What follows belongs to an exercise in optimizing a design on an open flow for small area, a short achievable clock period and few clock cycles; a production flow would make more cautious choices. Only simulation tests tie the RTL to the original design; equivalence was not proved. Power and IR drop assume default switching activity.

Design mips16, start of the top module:
module mips16(clk,rst,imem_addr,imem_rdata,dmem_addr,dmem_wdata,dmem_we,dmem_rdata,dbg_raddr,dbg_rdata);
input clk,rst;
output [15:0] imem_addr;
input [15:0] imem_rdata;
output [15:0] dmem_addr,dmem_wdata;
output dmem_we;
input [15:0] dmem_rdata;
input [2:0] dbg_raddr;
output [15:0] dbg_rdata;
wire [3:0] fop = imem_rdata[15:12];
wire [2:0] frd = imem_rdata[11:9];
wire [2:0] frs = imem_rdata[8:6];
wire [2:0] frt = imem_rdata[5:3];
wire f_st = (fop == 4'd11);
wire [2:0] frb = f_st ? frd : frt;
reg [111:0] regs;
wire [127:0] rv = {regs,16'h0000};
wire [15:0] ra = rv[frs*16 +: 16];
wire [15:0] rb = rv[frb*16 +: 16];
assign dbg_rdata = rv[dbg_raddr*16 +: 16];
reg e_we, e_st, e_bz;             
reg e_ld, e_useimm, e_sum, e_sub, e_selg, e_selp, e_sh, e_left;
reg [2:0] e_rd;
reg [5:0] e_imm;
reg [15:0] e_a, e_b;
reg [15:0] e_pc1;                 
wire [15:0] e_res;
wire fwd_a = e_we && (e_rd == frs);
wire fwd_b = e_we && (e_rd == frb);
always @(posedge clk) begin
  e_ld    <= (fop == 4'd10);
  e_useimm <= (fop >= 4'd9) && (fop <= 4'd12);
  e_sum   <= (fop == 4'd1) || (fop == 4'd2) || (fop == 4'd9);
  e_sub   <= (fop == 4'd2);
  e_selg  <= (fop == 4'd3) || (fop == 4'd4);    
  e_selp  <= (fop == 4'd4) || (fop == 4'd5);    
  e_sh    <= (fop == 4'd6) || (fop == 4'd7) || (fop == 4'd8);
  e_left  <= (fop == 4'd6);
  e_rd    <= frd;
  e_imm   <= imem_rdata[5:0];
  e_a     <= fwd_a ? e_res : ra;
  e_b     <= fwd_b ? e_res : rb;
end
always @(posedge clk or posedge rst) begin
  if (rst) begin
    e_we <= 1'b0;
    e_st <= 1'b0;
    e_bz <= 1'b0;
    e_pc1 <= 16'h0000;
  end else begin
    e_we <= (fop >= 4'd1) && (fop <= 4'd10) && (frd != 3'd0);
    e_st <= f_st;
    e_bz <= (fop == 4'd12);
    e_pc1 <= imem_addr + 16'd1;
  end
end
wire [15:0] imm = {{10{e_imm[5]}},e_imm};
wire [15:0] x = e_bz ? e_pc1 : e_a;
  ...
For scale: ~1200 cells after synthesis, ~180 flip-flops, ~100 I/O pins, roughly 12000 sq um of cells after synthesis.
Settings: LEC_CHECK=0, CAP_MARGIN=20, CORE_MARGIN=2, CORE_UTILIZATION=45, SLEW_MARGIN=20; clock period 11.0 ns.
standard.sh (not shown) runs the stock make flow with config.mk's settings and CLKGATE_MAP_FILE= SYNTH_SCRIPT=/design/flow/synth_recipe.tcl, a recipe that flattens the netlist after the stock synthesis.
==> flow/flow/run.sh <==
#!/bin/bash
set -euo pipefail
export SETUP_SLACK_MARGIN=5.5
export BUFFER_PORTS_ARGS="-buffer_cell sky130_fd_sc_hd__buf_2"
export RECOVER_POWER=100
bash standard.sh > standard.log 2>&1
The baseline completed, yet does not pass: capacitance limit, slew limit.
Testbench counts at the start, summed over its fixed seeds: cycles 26,648.
Edit:
==> flow/flow/run.sh (replaced) <==
#!/bin/bash
set -euo pipefail
export SETUP_SLACK_MARGIN=5.5
export BUFFER_PORTS_ARGS="-buffer_cell sky130_fd_sc_hd__buf_2"
bash standard.sh > standard.log 2>&1
This time the run passed the timing, DRC and antenna checks. Worst setup slack is better by 1.4 ns. Power rose by a few percent. Cell count is unchanged. Global-route usage is unchanged. First-iteration DRC count fell by a few percent.
Edit:
==> flow/flow/run.sh (replaced) <==
#!/bin/bash
set -euo pipefail
export SETUP_SLACK_MARGIN=5.35
export BUFFER_PORTS_ARGS="-buffer_cell sky130_fd_sc_hd__buf_2"
bash standard.sh > standard.log 2>&1
- TNS_END_PERCENT: default -> 5
The new run went through all stages and came out clean.
Hold slack gets better by 0.0035 ns.
Synthesized cell count stays the same.
Power shrinks by 2.7%.
Register-to-register slack gets better by 0.07 ns.
Final cell count shrinks by 1.5%.
Global-route usage shrinks by 0.54 points.
Sequential power hardly moves.
Worst setup slack gets worse by 0.22 ns.
Wire length shrinks by 2.4%.
Via count shrinks by 2.0%.
Edit:
==> flow/flow/run.sh (replaced) <==
#!/bin/bash
set -euo pipefail
export SETUP_SLACK_MARGIN=5.5
export BUFFER_PORTS_ARGS="-buffer_cell sky130_fd_sc_hd__buf_2"
bash standard.sh > standard.log 2>&1
- TNS_END_PERCENT: 5 -> 10
The changed run went through all stages and came out clean.
Final area increases by 0.81%.
Final cell count grows by 0.38%.
Power came out higher by 0.54%.
Routed wire length drops by 0.31%.
Utilization climbs by 0.42 points.
Global-route usage falls by 0.15 points.
Non-clock buffer count goes up by 6.
Clock power came out lower by about 1%.
Critical path depth went down by 8.
Edit:
==> flow/flow/run.sh (replaced) <==
#!/bin/bash
set -euo pipefail
export SETUP_SLACK_MARGIN=5.5
export BUFFER_PORTS_ARGS="-buffer_cell sky130_fd_sc_hd__buf_1"
bash standard.sh > standard.log 2>&1
- CORE_UTILIZATION: 45 -> 55
- TNS_END_PERCENT: 10 -> default
What happened: Wire length is higher by 2.9%; worst setup slack loses 0.0042 ns; global-route usage is higher by 7.5 points; maximum frequency is about the same; synthesized cell count stays the same; first-iteration DRC count is higher by 15%.
Edit:
==> flow/flow/run.sh (replaced) <==
#!/bin/bash
set -euo pipefail
export SETUP_SLACK_MARGIN=5.5
export BUFFER_PORTS_ARGS="-buffer_cell sky130_fd_sc_hd__buf_2"
bash standard.sh > standard.log 2>&1
- CORE_UTILIZATION: 55 -> 45
- CTS_CLUSTER_DIAMETER: default -> 100
- CTS_CLUSTER_SIZE: default -> 40
After rerunning:
- worst setup slack improved by 0.031 ns
- power shrinks by 0.48%
- wire length stays flat
- cell area grows by 0.61%
- non-clock buffer count shrinks by 3
- via count shrinks by 0.95%
- global-route usage shrinks by 6.8 points
- register-to-register slack got worse by 0.51 ns
- hold slack got worse by 0.027 ns
- core utilization shrinks by 12 points

port drivers added, routing unchanged:
The results above use ideal ports. As a check the final layouts listed here were re-extracted and re-timed, cells and wires unchanged. Step 1 assumes that a clkbuf_16 drives the clock port and a buf_2 every other input. Step 2, shift: input delay + t, output delay - t, t = (earliest + latest rising clock arrival at the registers) / 2. This alone moves slack from input paths to output paths. a / b / c = no drivers / after step 1 / after step 2; a / b = the first two.
run | t (ns) | slack for setup (ns) | slew at the worst register clock pin (ns) | worst slew at a driven data input, ns | pins driven straight from the clock port
the first run | 0.490 | 3.937 / 3.964 / 3.474 | 0.09 / 0.09 | 0.06 | 1
the second run | 0.490 | 5.346 / 5.297 / 5.367 | 0.09 / 0.09 | 0.06 | 1
the third run | 0.494 | 5.124 / 5.074 / 5.133 | 0.09 / 0.09 | 0.03 | 1
the fourth run | 0.488 | 5.320 / 5.299 / 5.300 | 0.09 / 0.09 | 0.04 | 1
the fifth run | 0.484 | 5.315 / 5.265 / 5.391 | 0.08 / 0.08 | 0.05 | 1
the sixth run | 0.490 | 5.346 / 5.297 / 5.367 | 0.09 / 0.09 | 0.06 | 1
The setup slack of the first run, which loses most, moves by +0.027 ns with the drivers and by -0.463 ns with both steps.
